Background: an optimization exercise with open tools, aiming at small area, a short achievable clock period and few clock cycles. Do not read the settings as production practice.
Only simulation tests tie the RTL to the original design; equivalence was not proved.
Power and IR drop assume default switching activity.

==> 10-11: inputs <==
Design RISCV, start of the top module:
module RISCV(clk,
            rst_n,
            mem_wen_D,
            mem_addr_D,
            mem_wdata_D,
            mem_rdata_D,
            mem_addr_I,
            mem_rdata_I
    );
    input             clk, rst_n ;
    output            mem_wen_D  ;
    output     [29:0] mem_addr_D ;
    output     [63:0] mem_wdata_D;
    input      [63:0] mem_rdata_D;
    output     [29:0] mem_addr_I ;
    input      [31:0] mem_rdata_I;
    integer k;
    reg [63:0] e_a;         
    reg [63:0] e_b;         
    reg [11:2]  e_alo;
    reg [31:12] e_ahi, e_ahi_inc, e_ahi_dec;
    reg         e_asel_inc, e_asel_dec;
    reg [31:2] e_n1, e_n0;  
    reg [32:2] e_pc4;       
    reg [1:0]  e_eqh;       
    reg        e_jalr;
    reg [4:0]  e_rd;
    reg        e_we;        
    reg        e_ld, e_sd, e_link;
    reg [8:0]  e_op;        
    reg  [63:0]   rf [1:31];
    reg  [1983:0] rf_flat;
    always @(*)
        for (k = 1; k < 32; k = k + 1)
            rf_flat[64*(k-1) +: 64] = rf[k];
    wire [63:0] wb;
    wire [29:0] npc;
    wire [31:12] ahi = e_asel_inc ? e_ahi_inc : e_asel_dec ? e_ahi_dec : e_ahi;
    wire [29:0] e_agu = {ahi, e_alo};
    stage_e se (
        .e_a(e_a), .e_b(e_b), .e_agu(e_agu), .e_n1(e_n1), .e_n0(e_n0), .e_pc4(e_pc4),
        .e_eqh(e_eqh), .e_jalr(e_jalr), .e_ld(e_ld), .e_link(e_link), .e_op(e_op),
        .mem_rdata_D(mem_rdata_D), .wb(wb), .npc(npc));
  ...
clock: 17.0 ns
lec_check: 0
cap_margin: 35
core_margin: 2
core_utilization: 40
cts_buf_list: sky130_fd_sc_hd__clkbuf_8
setup_slack_margin: 5
slew_margin: 35
synth_hierarchical: 1
tns_end_percent: 20
standard.sh (not shown) runs the stock make flow with config.mk's settings and CLKGATE_MAP_FILE= SYNTH_SCRIPT=/design/flow/synth_recipe.tcl, a recipe that flattens the netlist after the stock synthesis.
==> flow/flow/run.sh <==
#!/bin/bash
# The standard layout (standard.sh, ORFS), with these changes to how it is made:
#  - synthesis maps logic with ABC per module: the datapath modules with the delay-oriented
#    mapper and a per-module delay relaxation (flow/abc_per_module.tcl), the rest with
#    flow/abc_speed.script (area-oriented);
#  - synthesis does not extract full/half adder cells (ADDER_MAP_FILE empty), so ABC sees
#    the adders' logic and its timing;
#  - the clock delay buffers (clkdlybuf4s*) are not used, in addition to the platform's
#    don't-use cells, so that port buffers are not sized into them.
# Flip-flops are mapped exactly as in the standard synthesis. Each tool's log is in
# orfs/logs/; make's own output is in make_flow.log.
set -euo pipefail
here=$(pwd)
MARGIN=11.5
PER_MODULE="rf_port=50 agu_add=0 br_eq=0 stage_e=50 stage_f=50"
DONT_USE="$(grep -A40 'DONT_USE_CELLS +=' "$FLOW_HOME/platforms/sky130hd/config.mk" | grep -o 'sky130_fd_sc_hd__[a-z0-9_]*' | tr '\n' ' ')"
for c in 15_1 15_2 18_1 18_2 25_1 25_2 50_1 50_2; do DONT_USE="$DONT_USE sky130_fd_sc_hd__clkdlybuf4s$c"; done
rm -rf scripts_local
cp -r "$FLOW_HOME/scripts" scripts_local
cp flow/abc_speed.script scripts_local/abc_speed.script
sed -i "s#^  log_cmd abc {\*}\$abc_args\$#  source $here/flow/abc_per_module.tcl#" scripts_local/synth.tcl
grep -q "abc_per_module.tcl" scripts_local/synth.tcl
sed -E "s#SETUP_SLACK_MARGIN=[^ ]+#SETUP_SLACK_MARGIN=$MARGIN ADDER_MAP_FILE= SCRIPTS_DIR=$here/scripts_local 'ABC_PER_MODULE=$PER_MODULE' 'DONT_USE_CELLS=$DONT_USE'#" standard.sh > standard_own.sh
grep -q "SETUP_SLACK_MARGIN=$MARGIN" standard_own.sh
bash standard_own.sh > make_flow.log 2>&1
==> flow/flow/abc_per_module.tcl <==
# Replaces synth.tcl's single "abc" call. The modules named in ABC_PER_MODULE
# (module=relaxation ...) are mapped first, each with ABC's delay-oriented
# mapper &nf and its own delay relaxation (-R, in percent; 0 maps for the
# shortest delay); then the rest with the default script (abc_speed.script,
# area-oriented). Flip-flops are already mapped at this point, so the
# registers are those of the standard synthesis.
if { [env_var_exists_and_non_empty ABC_PER_MODULE] } {
  foreach item $::env(ABC_PER_MODULE) {
    lassign [split $item =] mod target
    set scr $::env(OBJECTS_DIR)/abc_$mod.script
    set f [open $scr w]
    puts $f "&get -n\n&st\n&dch\n&nf -R $target\n&put\nbuffer -c\ntopo\nstime -c\nupsize -c\ndnsize -c"
    close $f
    log_cmd abc {*}[lreplace $abc_args 1 1 $scr] $mod
  }
}
log_cmd abc {*}$abc_args
Other scripts of this flow, unchanged in this note and not shown: flow/flow/abc_speed.script
==> inputs of 12-10, as changes to 10-11 <==
--- a/flow/design.v
+++ b/flow/design.v
@@ -16,17 +16,18 @@
     input      [31:0] mem_rdata_I;
     integer k;
     reg [63:0] e_a;         
     reg [63:0] e_b;         
     reg [11:2]  e_alo;
     reg [31:12] e_ahi, e_ahi_inc, e_ahi_dec;
     reg         e_asel_inc, e_asel_dec;
-    reg [31:2] e_n1, e_n0;  
+    reg [31:2] e_btgt;      
     reg [32:2] e_pc4;       
-    reg [1:0]  e_eqh;       
+    reg        e_jal, e_br, e_bne;
+    reg        e_eq;        
     reg        e_jalr;
     reg [4:0]  e_rd;
     reg        e_we;        
     reg        e_ld, e_sd, e_link;
     reg [8:0]  e_op;        
     reg  [63:0]   rf [1:31];
     reg  [1983:0] rf_flat;
@@ -34,82 +35,82 @@
         for (k = 1; k < 32; k = k + 1)
             rf_flat[64*(k-1) +: 64] = rf[k];
     wire [63:0] wb;
     wire [29:0] npc;
     wire [31:12] ahi = e_asel_inc ? e_ahi_inc : e_asel_dec ? e_ahi_dec : e_ahi;
     wire [29:0] e_agu = {ahi, e_alo};
     stage_e se (
-        .e_a(e_a), .e_b(e_b), .e_agu(e_agu), .e_n1(e_n1), .e_n0(e_n0), .e_pc4(e_pc4),
-        .e_eqh(e_eqh), .e_jalr(e_jalr), .e_ld(e_ld), .e_link(e_link), .e_op(e_op),
+        .e_a(e_a), .e_b(e_b), .e_agu(e_agu), .e_btgt(e_btgt), .e_pc4(e_pc4),
+        .e_jal(e_jal), .e_br(e_br), .e_bne(e_bne), .e_eq(e_eq), .e_jalr(e_jalr), .e_ld(e_ld), .e_link(e_link), .e_op(e_op),
         .mem_rdata_D(mem_rdata_D), .wb(wb), .npc(npc));
     assign mem_addr_I  = npc;
     assign mem_wen_D   = e_sd;
     assign mem_addr_D  = e_agu;
     assign mem_wdata_D = {e_b[7:0],   e_b[15:8],  e_b[23:16], e_b[31:24],
                           e_b[39:32], e_b[47:40], e_b[55:48], e_b[63:56]};
     always @(posedge clk) begin
         for (k = 1; k < 32; k = k + 1)
             if (!rst_n || (e_we && e_rd == k))
                 rf[k] <= rst_n ? wb : 64'd0;
     end
     wire [63:0] f_a, f_b;
-    wire [29:0] f_n1, f_n0;
-    wire [1:0]  f_eqh;
+    wire [29:0] f_btgt;
     wire [11:2]  f_alo;
     wire [31:12] f_ahi, f_ahi_inc, f_ahi_dec;
     wire         f_asel_inc, f_asel_dec;
     wire [30:0] f_pc4;
-    wire        f_jalr, f_we, f_ld, f_sd, f_link, f_stall;
+    wire        f_eq, f_jal, f_br, f_bne, f_jalr, f_we, f_ld, f_sd, f_link, f_stall;
     wire [4:0]  f_rd;
     wire [8:0]  f_op;
     stage_f sf (
         .mem_rdata_I(mem_rdata_I), .rf_flat(rf_flat), .wb(wb), .e_rd(e_rd), .e_we(e_we),
         .npc(npc),
         .f_a(f_a), .f_b(f_b), .f_alo(f_alo), .f_ahi(f_ahi), .f_ahi_inc(f_ahi_inc),
-        .f_ahi_dec(f_ahi_dec), .f_asel_inc(f_asel_inc), .f_asel_dec(f_asel_dec), .f_n1(f_n1), .f_n0(f_n0), .f_pc4(f_pc4),
-        .f_eqh(f_eqh), .f_jalr(f_jalr), .f_rd(f_rd), .f_we(f_we), .f_ld(f_ld),
+        .f_ahi_dec(f_ahi_dec), .f_asel_inc(f_asel_inc), .f_asel_dec(f_asel_dec), .f_btgt(f_btgt), .f_pc4(f_pc4),
+        .f_jal(f_jal), .f_br(f_br), .f_bne(f_bne), .f_eq(f_eq), .f_jalr(f_jalr), .f_rd(f_rd), .f_we(f_we), .f_ld(f_ld),
         .f_sd(f_sd), .f_link(f_link), .f_op(f_op), .f_stall(f_stall));
     always @(posedge clk) begin
         if (!rst_n || f_stall) begin
             e_pc4   <= rst_n ? {1'b0, npc} : 31'd0;
-            e_n1    <= rst_n ? npc : 30'd0;
-            e_n0    <= rst_n ? npc : 30'd0;
+            e_jal   <= 1'b0;
+            e_br    <= 1'b0;
             e_jalr  <= 1'b0;
             e_we    <= 1'b0;
             e_sd    <= 1'b0;
         end else begin
             e_pc4   <= f_pc4;
-            e_n1    <= f_n1;
-            e_n0    <= f_n0;
+            e_jal   <= f_jal;
+            e_br    <= f_br;
             e_jalr  <= f_jalr;
             e_we    <= f_we;
             e_sd    <= f_sd;
         end
         e_alo      <= f_alo;
         e_ahi      <= f_ahi;
         e_ahi_inc  <= f_ahi_inc;
         e_ahi_dec  <= f_ahi_dec;
         e_asel_inc <= f_asel_inc;
         e_asel_dec <= f_asel_dec;
+        e_btgt <= f_btgt;
         e_a    <= f_a;
-        e_eqh  <= f_eqh;
+        e_bne  <= f_bne;
+        e_eq   <= f_eq;
         e_b    <= f_b;
         e_rd   <= f_rd;
         e_ld   <= f_ld;
         e_link <= f_link;
         e_op   <= f_op;
     end
 endmodule
-module stage_e(e_a, e_b, e_agu, e_n1, e_n0, e_pc4, e_eqh, e_jalr, e_ld, e_link, e_op,
+module stage_e(e_a, e_b, e_agu, e_btgt, e_pc4, e_jal, e_br, e_bne, e_eq, e_jalr, e_ld, e_link, e_op,
                mem_rdata_D, wb, npc);
     input  [63:0] e_a, e_b;
-    input  [29:0] e_agu, e_n1, e_n0;
-    input  [1:0]  e_eqh;
+    input  [29:0] e_agu, e_btgt;
     input  [30:0] e_pc4;
-    input         e_jalr, e_ld, e_link;
+    input         e_jal, e_br, e_bne, e_eq, e_jalr, e_ld, e_link;
     input  [8:0]  e_op;
     input  [63:0] mem_rdata_D;
     output [63:0] wb;
     output [29:0] npc;
     wire [63:0] ld_data = {mem_rdata_D[7:0],   mem_rdata_D[15:8],  mem_rdata_D[23:16], mem_rdata_D[31:24],
                            mem_rdata_D[39:32], mem_rdata_D[47:40], mem_rdata_D[55:48], mem_rdata_D[63:56]};
     wire        sub   = e_op[1] | e_op[3];
@@ -127,33 +128,34 @@
         if (e_op[7])                   alu = alu | (e_a | e_b);
         if (e_op[8])                  alu = alu | (e_a & e_b);
         if (e_op[2])                  alu = alu | sl;
         if (e_op[5] | e_op[6])  alu = alu | sr;
         if (e_link)                         alu = alu | {31'd0, e_pc4, 2'b00};
     end
     assign wb  = e_ld ? ld_data : alu;
-    assign npc = e_jalr ? e_agu : (&e_eqh) ? e_n1 : e_n0;
+    wire   e_taken = e_jal | (e_br & (e_eq ^ e_bne));
+    assign npc = e_jalr  ? e_agu  :
+                 e_taken ? e_btgt : e_pc4[29:0];
 endmodule
 module stage_f(mem_rdata_I, rf_flat, wb, e_rd, e_we, npc,
-               f_a, f_b, f_eqh, f_alo, f_ahi, f_ahi_inc, f_ahi_dec, f_asel_inc, f_asel_dec, f_n1, f_n0, f_pc4, f_jalr, f_rd, f_we, f_ld,
+               f_a, f_b, f_eq, f_jal, f_br, f_bne, f_alo, f_ahi, f_ahi_inc, f_ahi_dec, f_asel_inc, f_asel_dec, f_btgt, f_pc4, f_jalr, f_rd, f_we, f_ld,
                f_sd, f_link, f_op, f_stall);
     input  [31:0]   mem_rdata_I;
     input  [1983:0] rf_flat;
     input  [63:0]   wb;
     input  [4:0]    e_rd;
     input           e_we;
     input  [29:0]   npc;
     output [63:0]   f_a, f_b;
-    output [29:0]   f_n1, f_n0;
-    output [1:0]    f_eqh;
+    output [29:0]   f_btgt;
     output [11:2]   f_alo;
     output [31:12]  f_ahi, f_ahi_inc, f_ahi_dec;
     output          f_asel_inc, f_asel_dec;
     output [30:0]   f_pc4;
-    output          f_jalr, f_we, f_ld, f_sd, f_link, f_stall;
+    output          f_eq, f_jal, f_br, f_bne, f_jalr, f_we, f_ld, f_sd, f_link, f_stall;
     output [4:0]    f_rd;
     output [8:0]    f_op;
     integer k;
     wire [31:0] ins = {mem_rdata_I[7:0], mem_rdata_I[15:8], mem_rdata_I[23:16], mem_rdata_I[31:24]};
     wire [4:0]  op  = ins[6:2];
     wire [2:0]  f3  = ins[14:12];
     wire [4:0]  rs1 = ins[19:15];
@@ -175,20 +177,20 @@
     wire [31:0] imm_b = {{20{ins[31]}}, ins[7], ins[30:25], ins[11:8], 1'b0};
     wire [31:0] imm_j = {{12{ins[31]}}, ins[19:12], ins[20], ins[30:21], 1'b0};
     agu_add u_agu (.a(q1[31:0]), .imm(d_sd ? imm_s[11:0] : imm_i[11:0]),
                    .lo(f_alo), .hi(f_ahi), .hi_inc(f_ahi_inc), .hi_dec(f_ahi_dec),
                    .sel_inc(f_asel_inc), .sel_dec(f_asel_dec));
     wire [31:0] btgt = {npc, 2'b00} + (d_br ? imm_b : imm_j);
     assign f_stall = e_we & (e_rd == rs1) & (d_ld | d_sd | d_jalr);
-    wire   t1 = d_jal | (d_br & !f3[0]);
-    wire   t0 = d_jal | (d_br & f3[0]);
-    assign f_n1    = t1 ? btgt[31:2] : f_pc4[29:0];
-    assign f_n0    = t0 ? btgt[31:2] : f_pc4[29:0];
+    assign f_btgt  = btgt[31:2];
     assign f_pc4   = {1'b0, npc} + 31'd1;
-    br_eq u_eq (.q1(q1), .q2(q2), .wb(wb), .fwd1(e_we && e_rd == rs1), .fwd2(e_we && e_rd == rs2), .eqh(f_eqh));
+    br_eq u_eq (.q1(q1), .q2(q2), .wb(wb), .fwd1(e_we && e_rd == rs1), .fwd2(e_we && e_rd == rs2), .eq(f_eq));
+    assign f_jal   = d_jal;
+    assign f_br    = d_br;
+    assign f_bne   = f3[0];
     assign f_jalr  = d_jalr;
     assign f_we    = (d_r | d_i | d_ld | d_jal | d_jalr) & (rd != 5'd0);
     assign f_sd    = d_sd;
     assign f_a     = r1;
     assign f_b     = d_i ? {{32{imm_i[31]}}, imm_i} : r2;
     assign f_rd    = rd;
     assign f_ld    = d_ld;
@@ -240,16 +242,15 @@
     assign lo      = sum[11:2];
     assign hi      = a[31:12];
     assign hi_inc  = a[31:12] + 20'd1;
     assign hi_dec  = a[31:12] - 20'd1;
     assign sel_inc = sum[12] & !imm[11];
     assign sel_dec = !sum[12] & imm[11];
 endmodule
-module br_eq(q1, q2, wb, fwd1, fwd2, eqh);
+module br_eq(q1, q2, wb, fwd1, fwd2, eq);
     input  [63:0] q1, q2, wb;
     input         fwd1, fwd2;
-    output [1:0]  eqh;
+    output        eq;
     wire [63:0] r1 = fwd1 ? wb : q1;
     wire [63:0] r2 = fwd2 ? wb : q2;
-    assign eqh[0] = r1[31:0]  == r2[31:0];
-    assign eqh[1] = r1[63:32] == r2[63:32];
-endmodule
+    assign eq = r1 == r2;
+endmodule
==> flow/flow/run.sh (replaced) <==
#!/bin/bash
# The standard layout (standard.sh, ORFS), with these changes to how it is made:
#  - synthesis maps logic with ABC: modules on the critical paths each with a delay target
#    (flow/abc_per_module.tcl), the rest with flow/abc_speed.script (area-oriented);
#  - synthesis does not extract full/half adder cells (ADDER_MAP_FILE empty), so ABC sees
#    the adders' logic and its timing.
# Flip-flops are mapped exactly as in the standard synthesis. Each tool's log is in
# orfs/logs/; make's own output is in make_flow.log.
set -euo pipefail
here=$(pwd)
MARGIN=11.5
PER_MODULE="rf_port=1200 agu_add=800 br_eq=600 stage_e=2500 stage_f=1500"
rm -rf scripts_local
cp -r "$FLOW_HOME/scripts" scripts_local
cp flow/abc_speed.script scripts_local/abc_speed.script
sed -i "s#^  log_cmd abc {\*}\$abc_args\$#  source $here/flow/abc_per_module.tcl#" scripts_local/synth.tcl
grep -q "abc_per_module.tcl" scripts_local/synth.tcl
sed -E "s#SETUP_SLACK_MARGIN=[^ ]+#SETUP_SLACK_MARGIN=$MARGIN ADDER_MAP_FILE= SCRIPTS_DIR=$here/scripts_local 'ABC_PER_MODULE=$PER_MODULE'#" standard.sh > standard_own.sh
grep -q "SETUP_SLACK_MARGIN=$MARGIN" standard_own.sh
bash standard_own.sh > make_flow.log 2>&1
==> flow/flow/abc_per_module.tcl (replaced) <==
# Replaces synth.tcl's single "abc" call. The modules named in ABC_PER_MODULE
# (module=target_ps ...) are mapped first, each with ABC's delay-constrained
# mapper at its own delay target; then the rest with the default script
# (abc_speed.script). Flip-flops are already mapped at this point, so the
# registers are those of the standard synthesis.
if { [env_var_exists_and_non_empty ABC_PER_MODULE] } {
  foreach item $::env(ABC_PER_MODULE) {
    lassign [split $item =] mod target
    set scr $::env(OBJECTS_DIR)/abc_$mod.script
    set f [open $scr w]
    puts $f "&get -n\n&st\n&dch\n&nf -D $target\n&put\nbuffer -c\ntopo\nstime -c\nupsize -c\ndnsize -c"
    close $f
    log_cmd abc {*}[lreplace $abc_args 1 1 $scr] $mod
  }
}
log_cmd abc {*}$abc_args
- TNS_END_PERCENT: 20 -> default
==> inputs of 08-26, as changes to 10-11 <==
==> flow/flow/run.sh (replaced) <==
#!/bin/bash
# The standard layout (standard.sh, ORFS), with these changes to how it is made:
#  - synthesis maps logic with ABC: modules on the critical paths each with a delay target
#    (flow/abc_per_module.tcl), the rest with flow/abc_speed.script (area-oriented);
#  - synthesis does not extract full/half adder cells (ADDER_MAP_FILE empty), so ABC sees
#    the adders' logic and its timing;
#  - the clock delay buffers (clkdlybuf4s*) are not used, in addition to the platform's
#    don't-use cells, so that port buffers are not sized into them.
# Flip-flops are mapped exactly as in the standard synthesis. Each tool's log is in
# orfs/logs/; make's own output is in make_flow.log.
set -euo pipefail
here=$(pwd)
MARGIN=11.5
PER_MODULE="rf_port=1200 agu_add=800 br_eq=600 stage_e=2500 stage_f=1500"
DONT_USE="$(grep -A40 'DONT_USE_CELLS +=' "$FLOW_HOME/platforms/sky130hd/config.mk" | grep -o 'sky130_fd_sc_hd__[a-z0-9_]*' | tr '\n' ' ')"
for c in 15_1 15_2 18_1 18_2 25_1 25_2 50_1 50_2; do DONT_USE="$DONT_USE sky130_fd_sc_hd__clkdlybuf4s$c"; done
rm -rf scripts_local
cp -r "$FLOW_HOME/scripts" scripts_local
cp flow/abc_speed.script scripts_local/abc_speed.script
sed -i "s#^  log_cmd abc {\*}\$abc_args\$#  source $here/flow/abc_per_module.tcl#" scripts_local/synth.tcl
grep -q "abc_per_module.tcl" scripts_local/synth.tcl
sed -E "s#SETUP_SLACK_MARGIN=[^ ]+#SETUP_SLACK_MARGIN=$MARGIN ADDER_MAP_FILE= SCRIPTS_DIR=$here/scripts_local 'ABC_PER_MODULE=$PER_MODULE' 'DONT_USE_CELLS=$DONT_USE'#" standard.sh > standard_own.sh
grep -q "SETUP_SLACK_MARGIN=$MARGIN" standard_own.sh
bash standard_own.sh > make_flow.log 2>&1
==> flow/flow/abc_per_module.tcl (replaced) <==
# Replaces synth.tcl's single "abc" call. The modules named in ABC_PER_MODULE
# (module=target_ps ...) are mapped first, each with ABC's delay-constrained
# mapper at its own delay target; then the rest with the default script
# (abc_speed.script). Flip-flops are already mapped at this point, so the
# registers are those of the standard synthesis.
if { [env_var_exists_and_non_empty ABC_PER_MODULE] } {
  foreach item $::env(ABC_PER_MODULE) {
    lassign [split $item =] mod target
    set scr $::env(OBJECTS_DIR)/abc_$mod.script
    set f [open $scr w]
    puts $f "&get -n\n&st\n&dch\n&nf -D $target\n&put\nbuffer -c\ntopo\nstime -c\nupsize -c\ndnsize -c"
    close $f
    log_cmd abc {*}[lreplace $abc_args 1 1 $scr] $mod
  }
}
log_cmd abc {*}$abc_args
==> notes <==
Between 12-10 and 10-11, the lower core utilization is in 10-11 (gap 0.56 points).
Clock skew, highest first: 08-26, 12-10, 10-11.
Clock-buffer cell count: 10-11 > 08-26 > 12-10.
Register-to-register slack: 10-11 is higher than 08-26 (0.08 ns).
Between 12-10 and 10-11, the lower clock power is in 10-11 (gap about 4%, measured against 10-11).
Die area, lowest first: 10-11, 12-10, 08-26.
Global-route usage: 08-26 < 12-10 < 10-11.
Sequential power: 08-26 > 10-11 > 12-10.
Against 12-10, the power of 08-26 is smaller by 0.99%.
Of 10-11 and 12-10, 12-10 has the higher area after synthesis (gap about 5%, measured against 12-10).
Against 10-11, the hold slack of 12-10 is better by 0.0086 ns.
==> figures <==
| metric | 08-26 | 10-11 | 12-10 |
|---|---|---|---|
| Status | finished clean | finished clean | finished clean |
| Number of placed cells counting well taps | 13,804 | 14,371 | 13,606 |
| Hold EP | e_a[8]$_DFF_P_ | e_a[61]$_DFF_P_ | e_a[37]$_DFF_P_ |
| Count of buffers not belonging to the clock network in the layout | 958 | 845 | 819 |
| RR Endpoint | e_eqh[1]$_DFF_P_ | e_eqh[1]$_DFF_P_ | e_eq$_DFF_P_ |
| Shortest clock period the worst path allows after layout | 5.961 ns | 5.905 ns | 6.294 ns |
| Post-route total power | 14.81 mW | 14.42 mW | 14.96 mW |
| Switching pwr | 4.864 mW | 4.808 mW | 4.796 mW |
| Detailed-routing iteration count for the pre-antenna-repair pass | 17 | 22 | 10 |
| Final cycle utilization of the critical path | 0.3507 | 0.3473 | 0.3702 |
| Power in sequential cells | 6.84 mW | 6.80 mW | 6.74 mW |
| Crit path capture | e_eqh[1]$_DFF_P_ | e_eqh[1]$_DFF_P_ | e_eq$_DFF_P_ |
| Sequential fraction of total cell area | 0.4594 | 0.4877 | 0.4555 |
| Ratio of total power to cell area | 103.3 nW/um^2 | 106.7 nW/um^2 | 104.0 nW/um^2 |
| Pin count of the biggest net entering global routing | 130 | 100 | 112 |
| Tapcells | 4,120 | 3,900 | 4,100 |
| Non-Filler Instances | 14,913 | 15,435 | 14,584 |
| Fraction of power spent switching nets | 0.3284 | 0.3335 | 0.3207 |
| Worst vdd ir | 0.06659 mV | 0.06202 mV | 0.07059 mV |
| Worst-case reg-to-reg path depth | 16 | 16 | 17 |
| Internal reg-to-reg setup slack | 11.11 ns | 11.19 ns | 10.95 ns |
| Number of global-route vias before repair | 97,526 | 98,753 | 95,937 |
| Number of distinct standard cells referenced by the synthesized netlist | 113 | 117 | 110 |
Testbench counts of 10-11, summed over its fixed seeds: cycles 140,026.
Testbench counts of 12-10, summed over its fixed seeds: cycles 140,026.
Testbench counts of 08-26, summed over its fixed seeds: cycles 140,026.

static timing again, ports no longer ideal:
Ports are ideal in the flow. The routed layouts listed here were re-timed in OpenROAD. Step 1 (the two cells are an assumption about what drives the block):
set clk [get_ports {clk}]
set_driving_cell -lib_cell sky130_fd_sc_hd__clkbuf_16 $clk
set_driving_cell -lib_cell sky130_fd_sc_hd__buf_2 [delete_from_list [all_inputs] $clk]
Step 2 also shifts input and output timing later by t, the mid clock arrival at the registers, as if the neighbouring blocks saw the same clock. Three values: no drivers, after step 1, after step 2; two values: the first two.
run	t (ns)	slack for setup (ns)	worst hold slack (ns)	worst setup path after step 2	worst slew at a driven data input, ns
10-11	1.137	11.095 / 11.105 / 10.027	0.811 / 0.811 / 0.811	input to register	0.29
12-10	1.127	10.706 / 10.597 / 9.471	0.819 / 0.819 / 0.819	input to register	0.36
08-26	1.124	11.039 / 10.820 / 9.696	0.789 / 0.789 / 0.789	input to register	0.32
After both steps setup and hold are still met in every run listed. For 08-26, which loses most, drivers alone change the setup slack by -0.219 ns; drivers and shift together by -1.343 ns.
